This is an optimization exercise on Yosys and OpenROAD, whose aim is small area, not a production implementation. At most, simulation tests tie the RTL to the original design; equivalence was not proved. No activity file was given, so power comes from the tool's default toggle rates.

== run a ==
==> flow/design.v <==
module missile_predictor_fpga(
    input clk50mhz,
    input rst,
    input uart_rx,
    output reg servo_pwm_out_x,
    output reg servo_pwm_out_y
);
    reg [12:0] baud;
    reg [3:0]  bit_cnt;
    reg        byte_state;      
    reg        diff;            
    reg [7:0]  last_x;
    reg [7:0]  uart_y;
    wire rx_idle = bit_cnt[3] & bit_cnt[1];
    wire done    = rx_idle & ~bit_cnt[0];
    wire tick    = ~rx_idle & (&baud);
    wire shift   = tick & ~bit_cnt[3];
    always @(posedge clk50mhz) begin
        if (rx_idle)
            baud <= 13'h1b8b;
        else if (&baud)
            baud <= 13'h08ea;
        else
            baud <= {baud[11:0], baud[12] ^ baud[11] ^ baud[10] ^ baud[7]};
    end
    always @(posedge clk50mhz) begin
        if (rst)
            bit_cnt <= 4'd15;
        else if (rx_idle)
            bit_cnt <= uart_rx ? 4'd15 : 4'd0;
        else if (&baud)
            bit_cnt <= bit_cnt + 4'd1;
    end
    reg [4:0] cnt;
    wire x_done  = done & ~byte_state;
    wire cnt_hi  = cnt[4] & (cnt[3] | cnt[2]);           
    wire cnt_end = cnt[4] & cnt[3] & cnt[2] & cnt[1];    
    wire predict = x_done & cnt_end;
    wire pop     = x_done & diff & cnt_hi & ~cnt_end;
    wire win     = byte_state & ((bit_cnt == 4'd0) | (bit_cnt == 4'd15));
    wire old_bit = byte_state ? uart_y[0] : last_x[0];
    always @(posedge clk50mhz) begin
        if (rst) begin
            byte_state <= 1'b0;
            diff <= 1'b0;
            last_x <= 8'd128;
            uart_y <= 8'd128;
            cnt <= 5'd0;
        end else begin
            if (done)
                byte_state <= ~byte_state;
            if (shift)
                diff <= (diff & ~(byte_state & (bit_cnt[2:0] == 3'd0))) | (old_bit ^ uart_rx);
            if (shift & ~byte_state)
                last_x <= {uart_rx, last_x[7:1]};
            if (shift & byte_state)
                uart_y <= {uart_rx, uart_y[7:1]};
            if (x_done) begin
                if (cnt_end)
                    cnt <= {4'd0, diff};
                else if (cnt_hi | diff)
                    cnt <= cnt + 5'd1;
            end
        end
    end
    reg [7:0] ring [0:21];
    reg [3:0] slot;
    reg       slot_y;
    reg       pop_d;
    integer i;
    always @(posedge clk50mhz) begin
        if (rst) begin
            slot <= 4'd0;
            slot_y <= 1'b0;
            pop_d <= 1'b0;
        end else begin
            pop_d <= pop;
            if (!(pop | pop_d)) begin
                slot_y <= ~slot_y;
                if (slot_y)
                    slot <= (slot == 4'd10) ? 4'd0 : slot + 4'd1;
            end
        end
    end
    wire [7:0] newest = slot_y ? uart_y : last_x;
    wire wr = win & ({1'b0, slot} + 5'd1 == cnt);
    always @(posedge clk50mhz) begin
        for (i = 0; i < 21; i = i + 1)
            ring[i] <= ring[i+1];
        ring[21] <= wr ? newest : ring[0];
    end
    function [7:0] extrap(input [7:0] h19, input [7:0] h0);
        reg [8:0] d, v, p;
        begin
            d = {1'b0, h19} - {1'b0, h0};
            v = {{4{d[8]}}, d[8:4]};
            p = {1'b0, h19} + {v[5:0], 3'b000} + {v[7:0], 1'b0};
            extrap = p[7:0] & {8{~p[8]}};
        end
    endfunction
    wire [7:0] pred = extrap(newest, ring[0]);
    reg [7:0] pred_x, pred_y;
    always @(posedge clk50mhz) begin
        if (win & (slot == 4'd0) & ~slot_y)
            pred_x <= pred;
        if (win & (slot == 4'd0) & slot_y)
            pred_y <= pred;
    end
    reg [7:0] x_pos, y_pos;
    always @(posedge clk50mhz) begin
        if (rst) begin
            x_pos <= 8'd128;
            y_pos <= 8'd128;
        end else if (predict) begin
            x_pos <= pred_x;
            y_pos <= pred_y;
        end
    end
    reg [8:0]  pr;
    reg [11:0] pq;
    wire pr_end = &(pr | ~9'd293);
    wire pq_end = &(pq | ~12'd3316) & ~pq[8];
    wire pq_neg = &pq[11:8];
    always @(posedge clk50mhz) begin
        if (rst | (pq_end & pr_end)) begin
            pr <= 9'd188;
            pq <= 12'd4011;
        end else if (pr_end) begin
            pr <= 9'd0;
            pq <= pq + 12'd1;
        end else
            pr <= pr + 9'd1;
    end
    wire [8:0] ky = {1'b0, y_pos} + 9'd85;
    always @(posedge clk50mhz) begin
        if (rst) begin
            servo_pwm_out_x <= 1'b0;
            servo_pwm_out_y <= 1'b0;
        end else begin
            servo_pwm_out_x <= pq_neg | ({pq, pr >= 9'd198} < {4'b0000, x_pos, 1'b1});
            servo_pwm_out_y <= pq_neg | ({pq, pr >= 9'd208} < {3'b000, ky, 1'b1});
        end
    end
endmodule
Settings: LEC_CHECK=0, CAP_MARGIN=20, CORE_MARGIN=2, CORE_UTILIZATION=70, SLEW_MARGIN=20; clock period 20.0 ns.
standard.sh (not shown) runs the stock make flow with config.mk's settings and CLKGATE_MAP_FILE= SYNTH_SCRIPT=/design/flow/synth_recipe.tcl, a recipe that flattens the netlist after the stock synthesis.
==> flow/flow/run.sh <==
#!/bin/bash
set -euo pipefail
export CTS_ARGS="-sink_clustering_enable -repair_clock_nets -sink_clustering_size 30 -sink_clustering_max_diameter 80 -buf_list sky130_fd_sc_hd__clkbuf_16 -dont_use_dummy_load"
bash standard.sh > orfs_flow.log 2>&1
#### Input delta (run b over run a)
--- a/flow/design.v
+++ b/flow/design.v
@@ -123,7 +123,7 @@
     wire pq_neg = &pq[11:8];
     always @(posedge clk50mhz) begin
-        if (rst | (pq_end & pr_end)) begin
-            pr <= 9'd188;
-            pq <= 12'd4011;
+        if (rst | (pq_end & (pr == 9'd95))) begin
+            pr <= 9'd284;
+            pq <= 12'd4010;
         end else if (pr_end) begin
             pr <= 9'd0;
@@ -138,6 +138,6 @@
             servo_pwm_out_y <= 1'b0;
         end else begin
-            servo_pwm_out_x <= pq_neg | ({pq, pr >= 9'd198} < {4'b0000, x_pos, 1'b1});
-            servo_pwm_out_y <= pq_neg | ({pq, pr >= 9'd208} < {3'b000, ky, 1'b1});
+            servo_pwm_out_x <= pq_neg | (pq < {4'b0000, x_pos});
+            servo_pwm_out_y <= pq_neg | ({pq, pr >= 9'd10} < {3'b000, ky, 1'b1});
         end
     end
==> comparison <==
Re total number of tap cells: no difference whatsoever between run a and run b. Compared with run a, run b ends up with less cell area. | worst-case hold slack | run b vs run a | better |. [compare] base=run a new=run b: die width barely changed, via count shrank by 87, clock period minus worst slack rose by 0.047 ns, minimum setup slack in the final design lower. Final-stage net count: run a vs run b, no meaningful difference. Between run a and run b, the power does not differ in any meaningful way. Per the comparison of run b with run a, weighted congestion reported at the end of routability-driven placement rose 0.045, switching share of power went down by 0.16 points. Run b vs. run a: utilization of the core after routing went down by 0.28 points. Re number of multi-input combinational cells: run a and run b aren't equal, and the lower value belongs to run a. Re sequential share of layout area: run b is 0.22 points up on run a.
For run b, only the layout was checked, not whether the RTL still works.

* * *

Another version of the RTL of missile_predictor_fpga (not shown whole).
For scale: ~720 cells after synthesis, about 5 I/O pins.
==> module missile_predictor_fpga, before the edit <==
module missile_predictor_fpga(
    input clk50mhz,
    input rst,
    input uart_rx,
    output reg servo_pwm_out_x,
    output reg servo_pwm_out_y
);
    reg [12:0] baud;
    reg [3:0]  bit_cnt;
    reg        byte_state;      
    reg        diff;            
    reg [7:0]  last_x;
    reg [7:0]  uart_y;
    wire rx_idle = bit_cnt[3] & bit_cnt[1];
    wire done    = rx_idle & ~bit_cnt[0];
    wire tick    = ~rx_idle & (&baud);
    wire shift   = tick & ~bit_cnt[3];
    always @(posedge clk50mhz) begin
        if (rx_idle)
            baud <= 13'h1b8b;
        else if (&baud)
            baud <= 13'h08ea;
        else
            baud <= {baud[11:0], baud[12] ^ baud[11] ^ baud[10] ^ baud[7]};
    end
    always @(posedge clk50mhz) begin
        if (rst)
            bit_cnt <= 4'd15;
        else if (rx_idle)
            bit_cnt <= uart_rx ? 4'd15 : 4'd0;
        else if (&baud)
            bit_cnt <= bit_cnt + 4'd1;
    end
    reg [4:0] cnt;
    wire x_done  = done & ~byte_state;
    wire cnt_hi  = cnt[4] & (cnt[3] | cnt[2]);           
    wire cnt_end = cnt[4] & cnt[3] & cnt[2] & cnt[1];    
    wire predict = x_done & cnt_end;
    wire pop     = x_done & diff & cnt_hi & ~cnt_end;
    wire win     = byte_state & ((bit_cnt == 4'd0) | (bit_cnt == 4'd15));
    wire old_bit = byte_state ? uart_y[0] : last_x[0];
    always @(posedge clk50mhz) begin
        if (rst) begin
            byte_state <= 1'b0;
            diff <= 1'b0;
            last_x <= 8'd128;
            uart_y <= 8'd128;
            cnt <= 5'd0;
        end else begin
            if (done)
                byte_state <= ~byte_state;
            if (shift)
                diff <= (diff & ~(byte_state & (bit_cnt[2:0] == 3'd0))) | (old_bit ^ uart_rx);
            if (shift & ~byte_state)
                last_x <= {uart_rx, last_x[7:1]};
            if (shift & byte_state)
                uart_y <= {uart_rx, uart_y[7:1]};
            if (x_done) begin
                if (cnt_end)
                    cnt <= {4'd0, diff};
                else if (cnt_hi | diff)
                    cnt <= cnt + 5'd1;
            end
        end
    end
    reg [7:0] ring [0:21];
    reg [3:0] slot;
    reg       slot_y;
    integer i;
    always @(posedge clk50mhz) begin
        if (rst) begin
            slot <= 4'd1;
            slot_y <= 1'b0;
        end else if (!pop) begin
            if (slot == 4'd11) begin
                slot <= 4'd1;
                slot_y <= ~slot_y;
            end else
                slot <= slot + 4'd1;
        end
    end
    wire [7:0] newest = slot_y ? uart_y : last_x;
    wire wr = win & ({1'b0, slot} == cnt);
    always @(posedge clk50mhz) begin
        for (i = 0; i < 21; i = i + 1)
            ring[i] <= ring[i+1];
        ring[21] <= wr ? newest : ring[0];
    end
    function [7:0] extrap(input [7:0] h19, input [7:0] h0);
        reg [8:0] d, v, p;
        begin
            d = {1'b0, h19} - {1'b0, h0};
            v = {{4{d[8]}}, d[8:4]};
            p = {1'b0, h19} + {v[5:0], 3'b000} + {v[7:0], 1'b0};
            extrap = p[7:0] & {8{~p[8]}};
        end
    endfunction
    wire [7:0] pred = extrap(newest, ring[0]);
    reg [7:0] pred_x, pred_y;
    always @(posedge clk50mhz) begin
        if (win & (slot == 4'd1) & ~slot_y)
            pred_x <= pred;
        if (win & (slot == 4'd1) & slot_y)
            pred_y <= pred;
    end
    reg [7:0] x_pos, y_pos;
    always @(posedge clk50mhz) begin
        if (rst) begin
            x_pos <= 8'd128;
            y_pos <= 8'd128;
        end else if (predict) begin
            x_pos <= pred_x;
            y_pos <= pred_y;
        end
    end
    reg [8:0]  pr;
    reg [11:0] pq;
    wire pr_end = &(pr | ~9'd293);
    wire pq_end = &(pq | ~12'd3316) & ~pq[8];
    wire pq_neg = &pq[11:8];
    always @(posedge clk50mhz) begin
        if (rst | (pq_end & (pr == 9'd95))) begin
            pr <= 9'd284;
            pq <= 12'd4010;
        end else if (pr_end) begin
            pr <= 9'd0;
            pq <= pq + 12'd1;
        end else
            pr <= pr + 9'd1;
    end
    wire [8:0] ky = {1'b0, y_pos} + 9'd85;
    always @(posedge clk50mhz) begin
        if (rst) begin
            servo_pwm_out_x <= 1'b0;
            servo_pwm_out_y <= 1'b0;
        end else begin
            servo_pwm_out_x <= pq_neg | (pq < {4'b0000, x_pos});
            servo_pwm_out_y <= pq_neg | ({pq, pr >= 9'd10} < {3'b000, ky, 1'b1});
        end
    end
endmodule
export LEC_CHECK = 0
export CAP_MARGIN = 20
export CORE_MARGIN = 2
export CORE_UTILIZATION = 70
export SLEW_MARGIN = 20
create_clock -name core_clock -period 20.0 [get_ports {clk50mhz}]
==> flow/flow/run.sh <==
#!/bin/bash
# Own layout flow:
#  1. the standard synthesis (standard.sh synth);
#  2. its combinational logic re-mapped for area by ABC (flow/remap.tcl),
#     keeping every register cell and name of the standard synthesis;
#  3. the standard layout from floorplan on (standard.sh), with the
#     clock tree synthesis arguments overridden (no dummy loads).
# Each tool's output goes to a log file of its own in this folder.
set -euo pipefail
R=orfs/results/${FLOW_PLATFORM}/missile_predictor_fpga/base
export CTS_ARGS="-sink_clustering_enable -repair_clock_nets -dont_use_dummy_load -sink_clustering_size 30 -sink_clustering_max_diameter 80 -buf_list {sky130_fd_sc_hd__clkbuf_8 sky130_fd_sc_hd__clkbuf_16} -sink_clustering_buffer sky130_fd_sc_hd__clkbuf_16 -root_buf sky130_fd_sc_hd__clkbuf_8"

bash standard.sh synth > log_1_standard_synth.log 2>&1
cp "$R/1_2_yosys.v" standard_synth.v

export REMAP_LIB="${FLOW_HOME}/platforms/${FLOW_PLATFORM}/lib/sky130_fd_sc_hd__tt_025C_1v80.lib"
export REMAP_IN="$PWD/standard_synth.v"
export REMAP_OUT="$PWD/remapped.v"
"${FLOW_HOME}/../tools/install/yosys/bin/yosys" -c flow/remap.tcl > log_2_remap.log 2>&1

cp remapped.v "$R/1_2_yosys.v"
rm -f "$R/1_synth.odb" "$R/1_synth.sdc"
bash standard.sh > log_3_standard_layout.log 2>&1
==> flow/flow/remap.tcl <==
# Re-map the combinational logic of the standard synthesis for area.
# The registers stay the cells (and instance names) the standard synthesis
# gave them: their cell modules are black boxes, everything else is
# flattened back to gates and mapped again by ABC.
set lib $::env(REMAP_LIB)
yosys read_liberty -ignore_miss_func $lib
yosys read_verilog $::env(REMAP_IN)
yosys hierarchy -top $::env(FLOW_TOP)
yosys setattr -mod -set blackbox 1 sky130_fd_sc_hd__dfxtp_1 sky130_fd_sc_hd__edfxtp_1
yosys flatten -separator _
yosys opt_clean
yosys abc -liberty $lib -dont_use sky130_fd_sc_hd__probe_p_8 -dont_use sky130_fd_sc_hd__probec_p_8 -dont_use *lpflow* -script "+strash;dch,-f;amap;strash;dch,-f;amap;strash;dch,-f;amap;topo"
yosys hilomap -singleton -hicell sky130_fd_sc_hd__conb_1 HI -locell sky130_fd_sc_hd__conb_1 LO
yosys splitnets
yosys opt_clean -purge
yosys stat -liberty $lib
yosys write_verilog -noattr -noexpr -nohex -nodec $::env(REMAP_OUT)
Edit:
--- a/flow/design.v
+++ b/flow/design.v
@@ -70,9 +70,9 @@
     always @(posedge clk50mhz) begin
         if (rst) begin
-            slot <= 4'd1;
+            slot <= 4'd0;
             slot_y <= 1'b0;
         end else if (!pop) begin
-            if (slot == 4'd11) begin
-                slot <= 4'd1;
+            if (slot == 4'd10) begin
+                slot <= 4'd0;
                 slot_y <= ~slot_y;
             end else
@@ -81,5 +81,5 @@
     end
     wire [7:0] newest = slot_y ? uart_y : last_x;
-    wire wr = win & ({1'b0, slot} == cnt);
+    wire wr = win & ({1'b0, slot} + 5'd1 == cnt);
     always @(posedge clk50mhz) begin
         for (i = 0; i < 21; i = i + 1)
@@ -99,7 +99,7 @@
     reg [7:0] pred_x, pred_y;
     always @(posedge clk50mhz) begin
-        if (win & (slot == 4'd1) & ~slot_y)
+        if (win & (slot == 4'd0) & ~slot_y)
             pred_x <= pred;
-        if (win & (slot == 4'd1) & slot_y)
+        if (win & (slot == 4'd0) & slot_y)
             pred_y <= pred;
     end
The new run passed the timing, design-rule and antenna checks.
Power is higher slightly.
Via count is higher by a few percent.
Final area is higher slightly.
Non-clock buffer count is higher by 2.
Hold slack gets worse by 28 ps.
Final cell count is higher by a few percent.

[what the ideal ports hide]
The results above use ideal ports. As a check the final layouts listed here were re-extracted and re-timed, cells and wires unchanged.
Step 1 (the two cells are an assumption about what drives the block):
set clk [get_ports {clk50mhz}]
set_driving_cell -lib_cell sky130_fd_sc_hd__clkbuf_16 $clk
set_driving_cell -lib_cell sky130_fd_sc_hd__buf_2 [delete_from_list [all_inputs] $clk]
Step 2 times the ports against the registers' clock, not the clock port: input delays grow and output delays shrink by t, the midpoint of the rising clock arrivals with the driver on.
Slacks: ideal ports / drivers / drivers and shift; pairs: ideal ports / drivers.
run | shift t [ns] | setup slack, ns | worst hold slack (ns) | worst setup path after step 2
run a | 0.493 | 14.615 / 14.615 / 14.192 | 0.287 / 0.287 / 0.287 | input to register
run b | 0.495 | 14.568 / 14.568 / 14.165 | 0.311 / 0.311 / 0.311 | input to register
the first run of note 2 | 0.524 | 13.954 / 13.965 / 13.440 | 0.322 / 0.322 / 0.322 | input to register
the second run of note 2 | 0.513 | 14.067 / 14.067 / 13.952 | 0.294 / 0.294 / 0.294 | input to register
After both steps every run listed still meets setup and hold. For the first run of note 2, which loses most, drivers alone change the setup slack by +0.011 ns; drivers and shift together by -0.514 ns.
